This is an optimization exercise on Yosys and OpenROAD, whose aim is small area, a short achievable clock period and few clock cycles, not a production implementation. Only simulation tests tie the RTL to the original design; equivalence was not proved. No activity file was given, so power comes from the tool's default toggle rates.

== job 198 ==
// top
module top(clk,rst,imem_addr,imem_data,led,halted);
        input clk;
        input rst;
        output [0:7] imem_addr;
        input [0:31] imem_data;
        output [0:7] led;
        output halted;
        wire [31:0] ins = imem_data;
        wire [5:0] op  = ins[31:26];
        wire [4:0] rs  = ins[25:21];
        wire [4:0] rt  = ins[20:16];
        wire [4:0] rd  = ins[15:11];
        wire [7:0] imm = ins[7:0];
        wire [5:0] fn  = ins[5:0];
        reg  [7:0] R [0:31];
        reg  [7:0] pc;
        reg  [7:0] x_a, x_b;           
        reg  [7:0] x_alt;              
        reg  [4:0] x_dst;
        reg        x_we, x_lw, x_slt, x_w2, x_br, x_bne, x_pt;
        wire [7:0] sum = x_a + x_b;
        reg [7:0] rom;
        always @(*) begin
                case (sum)
                8'd0: rom = 8'b10011100;
                8'd1: rom = 8'b10001111;
                8'd2: rom = 8'b01110000;
                8'd3: rom = 8'b00111011;
                8'd4: rom = 8'b00100000;
                8'd5: rom = 8'b01010000;
                8'd6: rom = 8'b00000111;
                8'd7: rom = 8'b00001000;
                8'd8: rom = 8'b00001001;
                8'd9: rom = 8'b00001010;
                8'd10: rom = 8'b00000110;
                default: rom = 8'b00000000;
                endcase
        end
        wire lt = $signed(x_a) < $signed(x_b);
        wire [7:0] res = x_lw  ? rom :
                         x_slt ? {7'b0, lt} : sum;
        wire eq = (x_a == x_b);
        wire miss = x_br & (eq ^ x_bne ^ x_pt);
        wire stop = (pc >= 8'd14);
        wire d_lw   = op[5];                           
        wire d_addi = op[3];                           
        wire d_jal  = op[1] & ~op[5];                  
        wire d_br   = op[2];                           
        wire d_bne  = op[2] & op[0];                   
  ...
For scale: about 1300 cells after synthesis, about 300 flip-flops, ~51 I/O pins, about 15000 um2 of cells after synthesis.
Settings: LEC_CHECK=0, CAP_MARGIN=10, CORE_MARGIN=2, CORE_UTILIZATION=40, CTS_CLUSTER_DIAMETER=80, CTS_CLUSTER_SIZE=20, SETUP_SLACK_MARGIN=4.0, SLEW_MARGIN=10, TNS_END_PERCENT=5; clock period 7.0 ns.
run.sh (not shown) runs the stock make flow with config.mk's settings and CLKGATE_MAP_FILE= SYNTH_SCRIPT=/design/flow/synth_recipe.tcl, a recipe that flattens the netlist after the stock synthesis.
Testbench counts of job 198, summed over its fixed seeds: cycles 53,224.
> inputs changed (job 198 -> job 1491)
# job 198
export LEC_CHECK = 0
export CAP_MARGIN = 10
export CORE_MARGIN = 2
export CORE_UTILIZATION = 40
export CTS_CLUSTER_DIAMETER = 80
export CTS_CLUSTER_SIZE = 20
export SETUP_SLACK_MARGIN = 4.0
export SLEW_MARGIN = 10
export TNS_END_PERCENT = 5
create_clock -name core_clock -period 7.0 [get_ports {clk}]
# job 1491
export LEC_CHECK = 0
export CAP_MARGIN = 10
export CORE_MARGIN = 2
export CORE_UTILIZATION = 40
export CTS_CLUSTER_DIAMETER = 80
export CTS_CLUSTER_SIZE = 20
export SETUP_SLACK_MARGIN = 4.0
export SLEW_MARGIN = 10
create_clock -name core_clock -period 7.0 [get_ports {clk}]
--- outcome ---
Diff job 198 -> job 1491: design area went up by 2.9%; maximum fanout count along the critical path went down by 11; non-clock buffer count went up by 26. Clock skew across job 1491 and job 198: no real change. In the tables for job 1491 and job 198, area overhead of the layout relative to synthesis reads higher with job 1491. Job 1491 against job 198: detailed-route vias per instance increased by 1.0% relative to the old numbers, critical path's largest stage delay decreased by 0.39 ns relative to the old numbers, number of cells produced by synthesis closely matched the old numbers, overall power after layout increased by about 0.5% relative to the old numbers.
--- input diff job 1491..job 2077 ---
# job 1491
export LEC_CHECK = 0
export CAP_MARGIN = 10
export CORE_MARGIN = 2
export CORE_UTILIZATION = 40
export CTS_CLUSTER_DIAMETER = 80
export CTS_CLUSTER_SIZE = 20
export SETUP_SLACK_MARGIN = 4.0
export SLEW_MARGIN = 10
create_clock -name core_clock -period 7.0 [get_ports {clk}]
# job 2077
export LEC_CHECK = 0
export CAP_MARGIN = 20
export CORE_MARGIN = 2
export CORE_UTILIZATION = 40
export SETUP_SLACK_MARGIN = 4.4
export SLEW_MARGIN = 20
create_clock -name core_clock -period 7.0 [get_ports {clk}]
Job 2077 vs job 1491, wire length reported by the detailed router went up by 16%. [compare] base=job 1491 new=job 2077: upper clock frequency limit has decreased; flip-flop and latch count has remained practically unchanged. Job 2077 ends up with a wire length on met3 that is about 30% higher than in job 1491. For the worst path setup slack after routing, job 2077 came in 0.049 ns lower than job 1491 did.

Setup of v20:
top again, from the RTL that the note above started with.
// top
module top(clk,rst,imem_addr,imem_data,led,halted);
        input clk;
        input rst;
        output [0:7] imem_addr;
        input [0:31] imem_data;
        output [0:7] led;
        output halted;
        wire [31:0] ins = imem_data;
        wire [5:0] op  = ins[31:26];
        wire [4:0] rs  = ins[25:21];
        wire [4:0] rt  = ins[20:16];
        wire [4:0] rd  = ins[15:11];
        wire [7:0] imm = ins[7:0];
        wire [5:0] fn  = ins[5:0];
        reg  [7:0] R [0:31];
        reg  [7:0] pc;
        reg  [7:0] x_a, x_b;           
        reg  [7:0] x_alt;              
        reg  [4:0] x_dst;
        reg        x_we, x_lw, x_slt, x_w2, x_br, x_bne, x_pt;
        wire [7:0] sum = x_a + x_b;
        reg [7:0] rom;
        always @(*) begin
                case (sum)
                8'd0: rom = 8'b10011100;
                8'd1: rom = 8'b10001111;
                8'd2: rom = 8'b01110000;
                8'd3: rom = 8'b00111011;
                8'd4: rom = 8'b00100000;
                8'd5: rom = 8'b01010000;
                8'd6: rom = 8'b00000111;
                8'd7: rom = 8'b00001000;
                8'd8: rom = 8'b00001001;
                8'd9: rom = 8'b00001010;
                8'd10: rom = 8'b00000110;
                default: rom = 8'b00000000;
                endcase
        end
        wire lt = $signed(x_a) < $signed(x_b);
        wire [7:0] res = x_lw  ? rom :
                         x_slt ? {7'b0, lt} : sum;
        wire eq = (x_a == x_b);
  ...
clock: 7.0 ns
lec_check: 0
cap_margin: 10
core_margin: 2
core_utilization: 40
cts_buf_list: sky130_fd_sc_hd__clkbuf_8 sky130_fd_sc_hd__clkbuf_16
cts_cluster_diameter: 80
cts_cluster_size: 20
setup_slack_margin: 4.0
slew_margin: 10
buffer_ports_args: -buffer_cell sky130_fd_sc_hd__buf_2
standard.sh (not shown) runs the stock make flow with config.mk's settings and CLKGATE_MAP_FILE= SYNTH_SCRIPT=/design/flow/synth_recipe.tcl, a recipe that flattens the netlist after the stock synthesis.
==> flow/flow/run.sh <==
#!/bin/bash
# Standard layout (the standard.sh, standard synthesis), with the port
# buffers made of buf_2 cells instead of buffer_ports' default choice.
set -euo pipefail
echo 'export BUFFER_PORTS_ARGS = -buffer_cell sky130_fd_sc_hd__buf_2' >> config.mk
bash standard.sh > standard.log 2>&1
In summary, v20 completed successfully, with a layout that passed the timing, DRC and antenna checks.
Testbench counts of v20, summed over its fixed seeds: cycles 53,224.
Here is what was changed in the inputs of v24 compared with v20.
- CORE_UTILIZATION changed from 40 to 50
- CTS_BUF_LIST removed (was sky130_fd_sc_hd__clkbuf_8 sky130_fd_sc_hd__clkbuf_16)
[summary]
v24 ended with every stage complete and zero timing, DRC or antenna violations. v24 vs v20: multi-input combinational cell area up in v24. On final design instance area without fill, v20 tracks v24 almost exactly. v20 has lower largest fanout of any net on the critical path than v24. Looking at sequential cell fraction of total power, v24 sits 0.4 points below v20. [compare] base=v20 new=v24: setup clock skew after layout has remained practically unchanged, final worst-path setup slack has decreased, internal power summed over all cells has decreased.
Edits applied to the flow inputs when going from v24 to v7:
- changing CORE_UTILIZATION from 50 to 40
- setting RECOVER_POWER to 100 for the first time
-- flow/flow/run.sh --
<<< v24, line 3
# buffers made of buf_2 cells instead of buffer_ports' default choice.
>>> v7, line 3
# buffers made of buf_2 cells instead of buffer_ports' default choice, and
# ORFS's power recovery (downsizing of cells off the critical paths) after
# global routing.
<<< v24, line 6
>>> v7, line 8
echo 'export RECOVER_POWER = 100' >> config.mk
[summary]
- In v7 the implementation ran to completion but is not tape-out ready, as the final checks report capacitance limit, slew limit.
- v24 and v7 ended up with nearly the same total power density per cell area.
- Part of the total power dissipated in the clock network for v7: 0.6 points up relative to v24
- Looking at largest vdd supply drop across both flows, v7 is the stronger of the two, with v24 trailing.
- Changes observed in v7 relative to v24: combinational share of power shrank by 1.7 points; final worst-path setup slack shrank by 1480 ps; count of placed standard cells including taps grew by about 5%.
The following lists how v39 was set up differently from v7:
- RECOVER_POWER removed (was 100)
- CTS_CLUSTER_SIZE changed from 20 to 12
- CTS_CLUSTER_DIAMETER changed from 80 to 60
- CTS_BUF_LIST newly set to sky130_fd_sc_hd__clkbuf_8
==> flow/flow/run.sh <==
#!/bin/bash
# Standard layout (the standard.sh, standard synthesis), with the port
# buffers made of buf_2 cells instead of buffer_ports' default choice.
set -euo pipefail
echo 'export BUFFER_PORTS_ARGS = -buffer_cell sky130_fd_sc_hd__buf_2' >> config.mk
bash standard.sh > standard.log 2>&1
Notes after the runs:
Re transition time of the tightest slew-check pin: v7 and v39 aren't equal, and the higher value belongs to v7. Comparing v7 with v39, the fraction of area in multi-input gates came out essentially unchanged. v39 finished end to end and its layout was clean on timing, DRC and antenna. Diff v7 -> v39: clock group power now larger, clock tree buffer count of the final layout now larger, fmax now larger, number of flops mapped to enable cells by yosys comparable. v39: critical path data required time 1240 ps below v7. Area of all placed cells without fillers: v39 > v7.

The RTL this note starts from:
==> flow/design.v <==
`timescale 1ns / 1ps
module top(clk,rst,imem_addr,imem_data,led,halted);
        input clk;
        input rst;
        output [0:7] imem_addr;
        input [0:31] imem_data;
        output [0:7] led;
        output halted;
        wire [31:0] ins = imem_data;
        wire [5:0] op  = ins[31:26];
        wire [4:0] rs  = ins[25:21];
        wire [4:0] rt  = ins[20:16];
        wire [4:0] rd  = ins[15:11];
        wire [7:0] imm = ins[7:0];
        wire [5:0] fn  = ins[5:0];
        reg  [7:0] R [0:31];
        reg  [7:0] pc;
        reg  [7:0] x_a, x_b;           
        reg  [7:0] x_alt;              
        reg  [4:0] x_dst;
        reg        x_we, x_lw, x_slt, x_w2, x_br, x_bne, x_pt;
        wire [7:0] sum = x_a + x_b;
        reg [7:0] rom;
        always @(*) begin
                case (sum)
                8'd0: rom = 8'b10011100;
                8'd1: rom = 8'b10001111;
                8'd2: rom = 8'b01110000;
                8'd3: rom = 8'b00111011;
                8'd4: rom = 8'b00100000;
                8'd5: rom = 8'b01010000;
                8'd6: rom = 8'b00000111;
                8'd7: rom = 8'b00001000;
                8'd8: rom = 8'b00001001;
                8'd9: rom = 8'b00001010;
                8'd10: rom = 8'b00000110;
                default: rom = 8'b00000000;
                endcase
        end
        wire lt = $signed(x_a) < $signed(x_b);
        wire [7:0] res = x_lw  ? rom :
                         x_slt ? {7'b0, lt} : sum;
        wire eq = (x_a == x_b);
        wire miss = x_br & (eq ^ x_bne ^ x_pt);
        wire stop = (pc >= 8'd14);
        wire d_lw   = op[5];                           
        wire d_addi = op[3];                           
        wire d_jal  = op[1] & ~op[5];                  
        wire d_br   = op[2];                           
        wire d_bne  = op[2] & op[0];                   
        wire d_r    = ~(op[5] | op[3] | op[2] | op[1]);  
        wire d_jr   = d_r & ~fn[5];                    
        wire d_slt  = d_r & fn[5] & fn[1];             
        wire d_we   = d_lw | d_addi | d_jal | (d_r & fn[5]);
        wire [4:0] d_dst = d_r ? rd : d_jal ? 5'd31 : rt;
        wire d_imm  = d_lw | d_addi;
        wire d_pt   = imm[7];                          
        wire fwd_a  = x_we & (x_dst == rs);
        wire fwd_b  = x_we & (x_dst == rt);
        wire fwd_31 = x_we & (x_dst == 5'd31);
        wire [7:0] rf_a = R[rs];
        wire [7:0] rf_b = R[rt];
        wire [7:0] d_a = fwd_a ? res : rf_a;
        wire [7:0] d_b = fwd_b ? res : rf_b;
        wire [7:0] r31 = fwd_31 ? res : R[31];
        wire [7:0] pc1 = pc + 8'd1;
        wire [7:0] pci = pc + imm;
        wire [7:0] npc = d_jr ? r31 : d_jal ? imm : (d_br & d_pt) ? pci : pc1;
        assign imem_addr = pc;
        assign halted = stop & ~x_br & ~x_w2;
        assign led = R[2];
        always @(posedge clk) begin
                if (rst | miss | stop) begin
                        x_we  <= 1'b0;
                        x_lw  <= 1'b0;
                        x_slt <= 1'b0;
                        x_w2  <= 1'b0;
                        x_br  <= 1'b0;
                        if (rst) pc <= 8'd12;
                        else if (miss) pc <= x_alt;
                end
                else begin
                        x_we  <= d_we;
                        x_lw  <= d_lw;
                        x_slt <= d_slt;
                        x_w2  <= d_we & (d_dst == 5'd2);
                        x_br  <= d_br;
                        pc    <= npc;
                end
                x_bne <= d_bne;
                x_pt  <= d_pt;
                x_alt <= d_pt ? pc1 : pci;
                x_dst <= d_dst;
                x_a   <= d_jal ? pc1 : d_a;
                x_b   <= d_imm ? imm : d_jal ? 8'd0 : d_b;
        end
        wire [7:0] wd = rst ? 8'd0 : res;
        genvar k;
        generate
                for (k = 0; k < 32; k = k + 1) begin : g_rf
                        always @(posedge clk)
                                if (rst | (x_we & (x_dst == k)))
                                        R[k] <= wd;
                end
        endgenerate
endmodule
clock: 7.0 ns
lec_check: 0
cap_margin: 10
core_margin: 2
core_utilization: 40
cts_cluster_diameter: 80
cts_cluster_size: 20
setup_slack_margin: 3.5
slew_margin: 10
run.sh (not shown) runs the stock make flow with config.mk's settings and CLKGATE_MAP_FILE= SYNTH_SCRIPT=/design/flow/synth_recipe.tcl, a recipe that flattens the netlist after the stock synthesis.
Stock flow here: none of the scripts above is used.
The baseline produced a clean layout.
Testbench counts at the start, summed over its fixed seeds: cycles 53,224.
Next try:
Settings changed: CAP_MARGIN 10 to 20, SETUP_SLACK_MARGIN 3.5 to 4.0, SLEW_MARGIN 10 to 20.
Effect: Setup slack improves by 0.52 ns. Non-clock buffer count went up by 56. Combinational power went up by about 10%. Synthesized cell count does not change. Die area is unchanged. Clock skew went down by 0.0075 ns. Maximum frequency went up by 17%. Utilization went up by 3.4 points. Wire length went up by 0.52%. Sequential power is about the same. Final area went up by about 7%.
Next try:
Settings changed: SETUP_SLACK_MARGIN 4.0 to 4.2.
Effect: The new run completed with no timing, DRC or antenna violations. Register-to-register slack gets better by 0.11 ns. Cell area came out higher by 11%. Die area does not change. Setup slack gets worse by 0.073 ns. Sequential power hardly moves. Wire length came out higher by 8.4%. Sequential share of layout area came out lower by 4.8 points. Area after synthesis stays the same. Combinational power came out higher by 21%.
Next try:
Settings changed: CAP_MARGIN 20 to 10, SETUP_SLACK_MARGIN 4.2 to 3.8, SLEW_MARGIN 20 to 10.
Outcome: The changed run finished with timing, DRC and antenna clean; core utilization goes down by 5.2 points; sequential share of layout area grows by 4.2 points; cell count drops by a few percent; setup slack loses 0.10 ns; area after synthesis stays the same; cell area drops by roughly a tenth; maximum frequency came out lower by a few percent; worst hold slack gets worse by 0.027 ns; register-to-register slack loses 0.26 ns.
Next try:
Settings changed: CAP_MARGIN 10 to 20, CTS_CLUSTER_DIAMETER 80 to default, CTS_CLUSTER_SIZE 20 to default, SETUP_SLACK_MARGIN 3.8 to 4.0, SLEW_MARGIN 10 to 20.
Effect:
- The new run completed without violations
- final area goes up by a few percent
- count of clock-buffer cells in the layout came out higher by 11
- worst setup slack is better by 0.21 ns
- total power came out higher by roughly a tenth
- worst hold slack stays flat
Next try:
Settings changed: CAP_MARGIN 20 to 10, CTS_CLUSTER_DIAMETER from default to 80, CTS_CLUSTER_SIZE from default to 20, SETUP_SLACK_MARGIN 4.0 to 4.3, SLEW_MARGIN 20 to 10, TNS_END_PERCENT from default to 5.
The changed run ran to the end with no violations.
Sequential share of layout area came out lower by 1.9 points.
Design area is higher by 4.5%.
Setup slack is worse by 0.016 ns.
Maximum frequency shrinks by 0.52%.
Worst hold slack is about the same.
Global-route usage went up by 0.85 points.
Final cell count came out higher by 2.6%.
Synthesized area is unchanged.
Routed wire length rises by 2.8%.
Die area does not change.

==> re-timing with driven ports <==
The results above use ideal ports. As a check the final layouts listed here were re-extracted and re-timed, cells and wires unchanged. Step 1 assumes that a clkbuf_16 drives the clock port and a buf_2 every other input. Step 2 times the ports against the registers' clock, not the clock port: input delays grow and output delays shrink by t, the midpoint of the rising clock arrivals with the driver on. a / b / c = no drivers / after step 1 / after step 2; a / b = the first two.
run	t (ns)	setup WS [ns]	worst setup path at the end	clock arrival spread, ns	cell pins on the clock port's net
job 198	0.607	3.802 / 3.796 / 3.202	input to register	0.026 / 0.026	1
job 1491	0.605	3.947 / 3.888 / 3.372	input to register	0.022 / 0.021	1
job 2077	0.612	3.897 / 3.843 / 3.304	input to register	0.023 / 0.022	1
v20	0.591	3.932 / 3.872 / 3.383	input to register	0.021 / 0.021	1
v24	0.591	3.837 / 3.870 / 3.278	input to register	0.029 / 0.029	1
v7	0.593	2.361 / 2.402 / 1.810	input to register	0.023 / 0.023	1
v39	0.671	3.866 / 3.813 / 3.285	input to register	0.044 / 0.044	1
the first run of note 3	0.606	3.385 / 3.421 / 2.815	input to register	0.035 / 0.034	1
the second run of note 3	0.615	3.901 / 3.843 / 3.312	input to register	0.028 / 0.029	1
the third run of note 3	0.609	3.828 / 3.824 / 3.223	input to register	0.021 / 0.021	1
the fourth run of note 3	0.591	3.728 / 3.769 / 3.178	input to register	0.023 / 0.023	1
the fifth run of note 3	0.589	3.936 / 3.890 / 3.361	input to register	0.021 / 0.021	1
the sixth run of note 3	0.607	3.920 / 3.867 / 3.372	input to register	0.029 / 0.028	1
For the third run of note 3, which loses most, drivers alone change the setup slack by -0.004 ns; drivers and shift together by -0.605 ns.
